Context: an optimization exercise on an open-source flow, tuned for small area. The choices shown serve that exercise and are no tape-out recipe.
Function was checked by simulation only, so behaviour that the tests miss may differ from the original.
No activity file was given, so power comes from the tool's default toggle rates.

the reference run:
// MotionDetection
module MotionDetection(clk, ena, rst, din1, din2, dout, state, count,
                       sr_we, sr_addr, sr_wdata, sr_rdata,
                       cr_we, cr_addr, cr_wdata, cr_rdata);
Size: ~3500 cells after synthesis, ~210 flip-flops, roughly 1300 I/O pins.
clock: 10.0 ns
lec_check: 0
abc_area: 1
cap_margin: 20
core_area: 10 10 440 440
cts_buf_list: sky130_fd_sc_hd__clkbuf_4 sky130_fd_sc_hd__clkbuf_8
die_area: 0 0 450 450
place_density: 0.85
slew_margin: 20
standard.sh (not shown) runs the stock make flow with config.mk's settings and CLKGATE_MAP_FILE= SYNTH_SCRIPT=/design/flow/synth_recipe.tcl, a recipe that flattens the netlist after the stock synthesis.
==> flow/flow/run.sh <==
#!/bin/bash
# Standard layout (the standard.sh) with two changes:
#  - the port buffers that ORFS's buffer_ports inserts on every input and output
#    are sky130_fd_sc_hd__buf_1;
#  - synthesis maps the logic with flow/abc_area.script (an area-oriented ABC
#    script) instead of ORFS's abc_area.script. Everything else, registers
#    included, is the standard synthesis.
set -euo pipefail
here=$(pwd)
mkdir -p scripts
for f in "$FLOW_HOME"/scripts/*; do ln -sf "$f" scripts/; done
rm -f scripts/abc_area.script
cp flow/abc_area.script scripts/abc_area.script
bash standard.sh SCRIPTS_DIR="$here/scripts" \
  BUFFER_PORTS_ARGS="-buffer_cell sky130_fd_sc_hd__buf_1" finish > orfs_make.log 2>&1
==> flow/flow/abc_area.script <==
strash
&get -n
&st
&dch
&nf
&put
topo
stime -c
upsize -c
dnsize -c
The following lists how the trial run was set up differently from the reference run:
- CTS_CLUSTER_DIAMETER newly set to 150
- CORE_AREA changed from 10 10 440 440 to 4 4 428 428
- CTS_CLUSTER_SIZE newly set to 22
- PLACE_DENSITY changed from 0.85 to 0.95
- CTS_BUF_LIST removed (was sky130_fd_sc_hd__clkbuf_4 sky130_fd_sc_hd__clkbuf_8)
- DIE_AREA changed from 0 0 450 450 to 0 0 432 432
==> flow/flow/run.sh <==
#!/bin/bash
# Standard layout (the standard.sh) with three changes:
#  - the port buffers that ORFS's buffer_ports inserts on every input and output
#    are sky130_fd_sc_hd__buf_1;
#  - yosys synth runs with -noabc (SYNTH_ARGS), so the explicit full-adder
#    structure of the RTL reaches extract_fa as written;
#  - the final ABC mapping uses flow/abc_area.script (an area-oriented script)
#    instead of ORFS's abc_area.script.
# Everything else, registers included, is the standard synthesis and layout.
set -euo pipefail
here=$(pwd)
mkdir -p scripts
for f in "$FLOW_HOME"/scripts/*; do ln -sf "$f" scripts/; done
rm -f scripts/abc_area.script
cp flow/abc_area.script scripts/abc_area.script
bash standard.sh SCRIPTS_DIR="$here/scripts" SYNTH_ARGS=-noabc \
  BUFFER_PORTS_ARGS="-buffer_cell sky130_fd_sc_hd__buf_1" finish > orfs_make.log 2>&1
==> flow/flow/abc_area.script <==
strash
&get -n
&st
&syn2
&dch
&nf
&put
topo
stime -c
upsize -c
dnsize -c
--- outcome ---
- Delta (the trial run minus the reference run): maximum net fanout on the critical path saw a decrease, number of standard-cell rows in the floorplan saw a decrease.
- Between the reference run and the trial run, the flow reports total clock network power decreasing by more than a quarter.

========
== v5 ==
Another version of the RTL of MotionDetection (not shown whole).
For scale: ~5100 cells after synthesis, ~190 flip-flops, about 0.035 sq mm of cells after synthesis.
==> flow/config.mk <==
export PLATFORM = sky130hd
export DESIGN_NAME = MotionDetection
export DESIGN_NICKNAME = MotionDetection
export VERILOG_FILES = /design/flow/design.v
export SDC_FILE = /design/flow/constraint.sdc
export NUM_CORES = 8
export LEC_CHECK = 0
export ABC_AREA = 1
export CAP_MARGIN = 20
export CORE_AREA = 10 10 440 440
export DIE_AREA = 0 0 450 450
export PLACE_DENSITY = 0.85
export SLEW_MARGIN = 20
==> flow/constraint.sdc <==
create_clock -name core_clock -period 10.0 [get_ports {clk}]
set_input_delay 2.0000 -clock core_clock [delete_from_list [all_inputs] [get_ports {clk}]]
set_output_delay 2.0000 -clock core_clock [all_outputs]
set_load 0.01 [all_outputs]
==> flow/flow/run.sh <==
#!/bin/bash
# Standard layout (the standard.sh), with the port buffers that ORFS's
# buffer_ports inserts on every input and output made sky130_fd_sc_hd__buf_1.
set -euo pipefail
bash standard.sh BUFFER_PORTS_ARGS="-buffer_cell sky130_fd_sc_hd__buf_1" finish > orfs_make.log 2>&1
Looking at the reports, v5 completed the entire flow and the layout it produced met the timing, design-rule and antenna checks.
> inputs changed (v5 -> v13)
# v5
export LEC_CHECK = 0
export ABC_AREA = 1
export CAP_MARGIN = 20
export CORE_AREA = 10 10 440 440
export DIE_AREA = 0 0 450 450
export PLACE_DENSITY = 0.85
export SLEW_MARGIN = 20
create_clock -name core_clock -period 10.0 [get_ports {clk}]
# v13
export LEC_CHECK = 0
export ABC_AREA = 1
export CAP_MARGIN = 20
export CORE_AREA = 10 10 440 440
export DIE_AREA = 0 0 450 450
export GPL_TIMING_DRIVEN = 0
export SLEW_MARGIN = 20
create_clock -name core_clock -period 10.0 [get_ports {clk}]
--- outcome ---
- Taking v5 as the reference, in v13 total of plain and repair buffers excluding clock buffers picked up an extra 613; part of the total power dissipated in the clock network fell by 0.3 points; wire length on met2 grew by 19%; worst setup slack decreased 0.66 ns; via count increased 2701.
- v13 against v5: count of buffer and inverter cells on the critical path +2; measured slew at the worst slew-check pin -0.033 ns; layout overhead on the synthesized area +13 points.
The inputs of v4 differ from those of v13 as listed below.
# v13
export LEC_CHECK = 0
export ABC_AREA = 1
export CAP_MARGIN = 20
export CORE_AREA = 10 10 440 440
export DIE_AREA = 0 0 450 450
export GPL_TIMING_DRIVEN = 0
export SLEW_MARGIN = 20
create_clock -name core_clock -period 10.0 [get_ports {clk}]
# v4
export LEC_CHECK = 0
export ABC_AREA = 1
export CAP_MARGIN = 20
export CORE_AREA = 10 10 440 440
export DIE_AREA = 0 0 450 450
export SLEW_MARGIN = 20
create_clock -name core_clock -period 10.0 [get_ports {clk}]
Results
Result for v13 and v4: all clean. Measured against v13, the total power of v4 comes out at 0.919 times the reference value. Against v13, v4 comes in 0.84 ns lower on arrival time at the worst endpoint. On relative slew slack: v4 sits above v13. Comparing v4 against v13, there is no change at all in mean post-synth cell area. Row non-clock buffer count: v4 lower / v13 higher. v4 can be clocked faster than v13. Final cell count without fillers (higher): v13. Compared to v13, v4 has total global-route track usage 4.0 points lower. When the final numbers for v13 and v4 were put side by side, the final cycle utilization of the critical path turned out to be greater in v13. The portion of total power attributed to the clock network number comes out lower for v13 vs v4.

========
## oak
RTL: one of the versions met above, not the one the previous note started from.
Size: about 210 flip-flops, ~1,300 I/O pins, ~33,000 um^2 of cells after synthesis.
Settings: LEC_CHECK=0, ABC_AREA=1, CAP_MARGIN=20, CORE_AREA=10 10 440 440, DIE_AREA=0 0 450 450, PLACE_DENSITY=0.85, SLEW_MARGIN=20; clock period 10.0 ns.
==> flow/flow/run.sh <==
#!/bin/bash
# Standard layout (the standard.sh) with two changes:
#  - the port buffers that ORFS's buffer_ports inserts on every input and output
#    are sky130_fd_sc_hd__buf_1;
#  - synthesis maps the logic with flow/abc_area.script (an area-oriented ABC
#    script) instead of ORFS's abc_area.script. Everything else, registers
#    included, is the standard synthesis.
set -euo pipefail
here=$(pwd)
mkdir -p scripts
for f in "$FLOW_HOME"/scripts/*; do ln -sf "$f" scripts/; done
rm -f scripts/abc_area.script
cp flow/abc_area.script scripts/abc_area.script
bash standard.sh SCRIPTS_DIR="$here/scripts" \
  BUFFER_PORTS_ARGS="-buffer_cell sky130_fd_sc_hd__buf_1" finish > orfs_make.log 2>&1
==> flow/flow/abc_area.script <==
strash
&get -n
&st
&dch
&nf
&put
topo
stime -c
upsize -c
dnsize -c
### oak -> pine
==> flow/flow/run.sh <==
#!/bin/bash
# Standard layout (the standard.sh) with three changes:
#  - the port buffers that ORFS's buffer_ports inserts on every input and output
#    are sky130_fd_sc_hd__buf_1;
#  - yosys synth runs with -noabc (SYNTH_ARGS), so the explicit full-adder
#    structure of the RTL reaches extract_fa as written;
#  - the final ABC mapping uses flow/abc_area.script (an area-oriented script)
#    instead of ORFS's abc_area.script.
# Everything else, registers included, is the standard synthesis and layout.
set -euo pipefail
here=$(pwd)
mkdir -p scripts
for f in "$FLOW_HOME"/scripts/*; do ln -sf "$f" scripts/; done
rm -f scripts/abc_area.script
cp flow/abc_area.script scripts/abc_area.script
bash standard.sh SCRIPTS_DIR="$here/scripts" SYNTH_ARGS=-noabc \
  BUFFER_PORTS_ARGS="-buffer_cell sky130_fd_sc_hd__buf_1" finish > orfs_make.log 2>&1
-- flow/flow/abc_area.script --
<<< oak, line 3
&st
&dch
>>> pine, line 3
&st
&syn2
&dch
-- flow/config.mk --
<<< oak, line 9
export CAP_MARGIN = 20
export CORE_AREA = 10 10 440 440
export DIE_AREA = 0 0 450 450
export PLACE_DENSITY = 0.85
export SLEW_MARGIN = 20
>>> pine, line 9
export CAP_MARGIN = 20
export CORE_AREA = 5 5 435 435
export CTS_CLUSTER_DIAMETER = 150
export CTS_CLUSTER_SIZE = 22
export DIE_AREA = 0 0 440 440
export PLACE_DENSITY = 0.92
export SLEW_MARGIN = 20
--- outcome ---
[compare] base=oak new=pine: worst hold slack ~0 delta; mux contribution to synthesized area -2.1 points; residual antenna-violating net count after detailed routing ~0 delta. Re initial antenna violation count: pine and oak aren't equal, and the higher value belongs to oak. Max design internal power across pine and oak: oak. | met2 wirelength from detailed routing | pine vs oak | about 14% higher |. Compared to oak, the router laid down less metal wire for pine. In the reports for pine and oak, the smaller global-route usage belongs to pine. In the tables for pine and oak, post-detailed-placement cell area reads higher with oak. On highest clock rate, the higher figure sits with oak, not pine. For oak, the critical path startpoint was base1[2], unlike pine, where it was slot[0].
#### Input delta (birch over pine)
==> flow/flow/run.sh <==
#!/bin/bash
# Standard layout (the standard.sh) with two changes:
#  - the port buffers that ORFS's buffer_ports inserts on every input and output
#    are sky130_fd_sc_hd__buf_1;
#  - synthesis maps the logic with flow/abc_area.script (an area-oriented ABC
#    script) instead of ORFS's abc_area.script. Everything else, registers
#    included, is the standard synthesis.
set -euo pipefail
here=$(pwd)
mkdir -p scripts
for f in "$FLOW_HOME"/scripts/*; do ln -sf "$f" scripts/; done
rm -f scripts/abc_area.script
cp flow/abc_area.script scripts/abc_area.script
bash standard.sh SCRIPTS_DIR="$here/scripts" \
  BUFFER_PORTS_ARGS="-buffer_cell sky130_fd_sc_hd__buf_1" finish > orfs_make.log 2>&1
-- flow/flow/abc_area.script --
<<< pine, line 3
&st
&syn2
&dch
>>> birch, line 3
&st
&dch
-- flow/config.mk --
<<< pine, line 9
export CAP_MARGIN = 20
export CORE_AREA = 5 5 435 435
export CTS_CLUSTER_DIAMETER = 150
export CTS_CLUSTER_SIZE = 22
export DIE_AREA = 0 0 440 440
export PLACE_DENSITY = 0.92
export SLEW_MARGIN = 20
>>> birch, line 9
export CAP_MARGIN = 20
export CORE_AREA = 10 10 440 440
export CTS_BUF_LIST = sky130_fd_sc_hd__clkbuf_8 sky130_fd_sc_hd__clkbuf_16
export CTS_CLUSTER_SIZE = 40
export DIE_AREA = 0 0 450 450
export PLACE_DENSITY = 0.85
export SLEW_MARGIN = 20
## What came out
- A capturing element of the worst setup path of pc1[7] is what birch shows, while sr_addr[68] belongs to pine.
- Measured against each other, pine and birch differ in fraction of power consumed by the clock network, the lower figure coming from pine.
- birch: depth of the most critical reg-to-reg path 2 above pine
- Row simple-gate share of the synthesized area: birch lower / pine higher
- Cmp birch vs pine: power spent charging and discharging nets higher in birch
- Compared with pine, birch shows count of clock-buffer cells in the layout that has gone up by more than 10%.
- Sort pine and birch by pre-CTS setup slack, ascending, and birch comes first.
Modified inputs, maple compared to birch
==> flow/config.mk <==
export PLATFORM = sky130hd
export DESIGN_NAME = MotionDetection
export DESIGN_NICKNAME = MotionDetection
export VERILOG_FILES = /design/flow/design.v
export SDC_FILE = /design/flow/constraint.sdc
export NUM_CORES = 8
export LEC_CHECK = 0
export ABC_AREA = 1
export CAP_MARGIN = 20
export CORE_AREA = 5 5 435 435
export DIE_AREA = 0 0 440 440
export PLACE_DENSITY = 0.92
export SLEW_MARGIN = 20
--- outcome ---
- maple finished every stage and its layout cleared the timing, design-rule and antenna checks.
- Going from birch to maple, the first-pass GRT wire length was found to have gone down by about 2.4%.
- Relative to birch, final critical delay including setup and external delays decreased by 0.11 ns in maple.
- Signal arrival time at the worst endpoint, birch and maple: lower on maple
- Pre-CTS worst setup slack (higher): birch
- Between birch and maple, the cell area does not differ in any meaningful way.

========
job 914:
MotionDetection again, from the RTL that the note above started with.
Settings: LEC_CHECK=0, ABC_AREA=1, CAP_MARGIN=20, CORE_AREA=5 5 435 435, CTS_CLUSTER_DIAMETER=150, CTS_CLUSTER_SIZE=22, DIE_AREA=0 0 440 440, PLACE_DENSITY=0.92, SLEW_MARGIN=20; clock period 10.0 ns.
==> flow/flow/run.sh <==
#!/bin/bash
# Standard layout (the standard.sh) with two changes:
#  - the port buffers that ORFS's buffer_ports inserts on every input and output
#    are sky130_fd_sc_hd__buf_1;
#  - synthesis maps the logic with flow/abc_area.script (an area-oriented ABC
#    script) instead of ORFS's abc_area.script. Everything else, registers
#    included, is the standard synthesis.
set -euo pipefail
here=$(pwd)
mkdir -p scripts
for f in "$FLOW_HOME"/scripts/*; do ln -sf "$f" scripts/; done
rm -f scripts/abc_area.script
cp flow/abc_area.script scripts/abc_area.script
bash standard.sh SCRIPTS_DIR="$here/scripts" \
  BUFFER_PORTS_ARGS="-buffer_cell sky130_fd_sc_hd__buf_1" finish > orfs_make.log 2>&1
==> flow/flow/abc_area.script <==
strash
&get -n
&st
&syn2
&dch
&nf
&put
topo
stime -c
upsize -c
dnsize -c
Here is what was changed in the inputs of job 1240 compared with job 914.
- CAP_MARGIN: 20 -> 5
- SLEW_MARGIN: 20 -> 5
==> flow/flow/run.sh <==
#!/bin/bash
# Standard layout (the standard.sh) with three changes:
#  - the port buffers that ORFS's buffer_ports inserts on every input and output
#    are sky130_fd_sc_hd__buf_1;
#  - yosys synth runs with -noabc (SYNTH_ARGS), so the explicit full-adder
#    structure of the RTL reaches extract_fa as written;
#  - the final ABC mapping uses flow/abc_area.script (an area-oriented script)
#    instead of ORFS's abc_area.script.
# Everything else, registers included, is the standard synthesis and layout.
set -euo pipefail
here=$(pwd)
mkdir -p scripts
for f in "$FLOW_HOME"/scripts/*; do ln -sf "$f" scripts/; done
rm -f scripts/abc_area.script
cp flow/abc_area.script scripts/abc_area.script
bash standard.sh SCRIPTS_DIR="$here/scripts" SYNTH_ARGS=-noabc \
  BUFFER_PORTS_ARGS="-buffer_cell sky130_fd_sc_hd__buf_1" finish > orfs_make.log 2>&1
==> run notes <==
Job 914 was larger in final cell area than job 1240. When job 1240 is measured against job 914, its sequential cell area share turns out 0.39 points higher. On synthesis-to-layout area growth, the lower figure sits with job 1240, not job 914. Compared to job 914, job 1240 has global-route track usage on met3 2.7 points lower. Against job 914, job 1240 comes in 1.6 points lower on global-route usage. Compared to job 914, job 1240 leaves more free space in the core. Job 1240 leaves more setup margin than job 914. Cmp job 1240 vs job 914: fraction of power consumed by combinational cells lower in job 1240. Part of the power in the clock network sits higher in job 1240 than in job 914. Vias: job 1240 fewer than job 914.

## re-timing with driven ports
In the flow no input, the clock included, has a driving cell. The finished layouts below were timed again as built, in two steps.
Step 1 (the two cells are an assumption about what drives the block):
set clk [get_ports {clk}]
set_driving_cell -lib_cell sky130_fd_sc_hd__clkbuf_16 $clk
set_driving_cell -lib_cell sky130_fd_sc_hd__buf_2 [delete_from_list [all_inputs] $clk]
Step 2, shift: input delay + t, output delay - t, t = (earliest + latest rising clock arrival at the registers) / 2. This alone moves slack from input paths to output paths.
Slacks: ideal / step 1 / step 2; pairs: ideal / step 1.
run	shift t [ns]	setup WS [ns]	hold WS [ns]
the reference run	0.619	0.889 / 0.889 / 0.334	0.336 / 0.336 / 0.336
the trial run	0.544	0.785 / 0.717 / 0.745	0.337 / 0.337 / 0.337
v5	0.506	0.792 / 0.829 / 0.323	0.444 / 0.444 / 0.444
v13	0.516	0.132 / 0.161 / -0.355	0.449 / 0.449 / 0.449
v4	0.528	0.980 / 1.018 / 0.490	0.446 / 0.446 / 0.446
oak	0.589	0.875 / 0.875 / 0.378	0.337 / 0.337 / 0.337
pine	0.542	0.811 / 0.757 / 0.656	0.336 / 0.336 / 0.336
birch	0.589	0.872 / 0.872 / 0.370	0.337 / 0.337 / 0.337
maple	0.597	0.985 / 0.985 / 0.512	0.332 / 0.332 / 0.332
job 914	0.573	0.679 / 0.679 / 0.483	0.335 / 0.335 / 0.335
job 1240	0.551	0.815 / 0.758 / 0.687	0.332 / 0.332 / 0.332
With both steps, setup timing fails in v13, where it was met with ideal ports. The setup slack of the reference run, which loses most, moves by 0.000 ns with the drivers and by -0.555 ns with both steps.
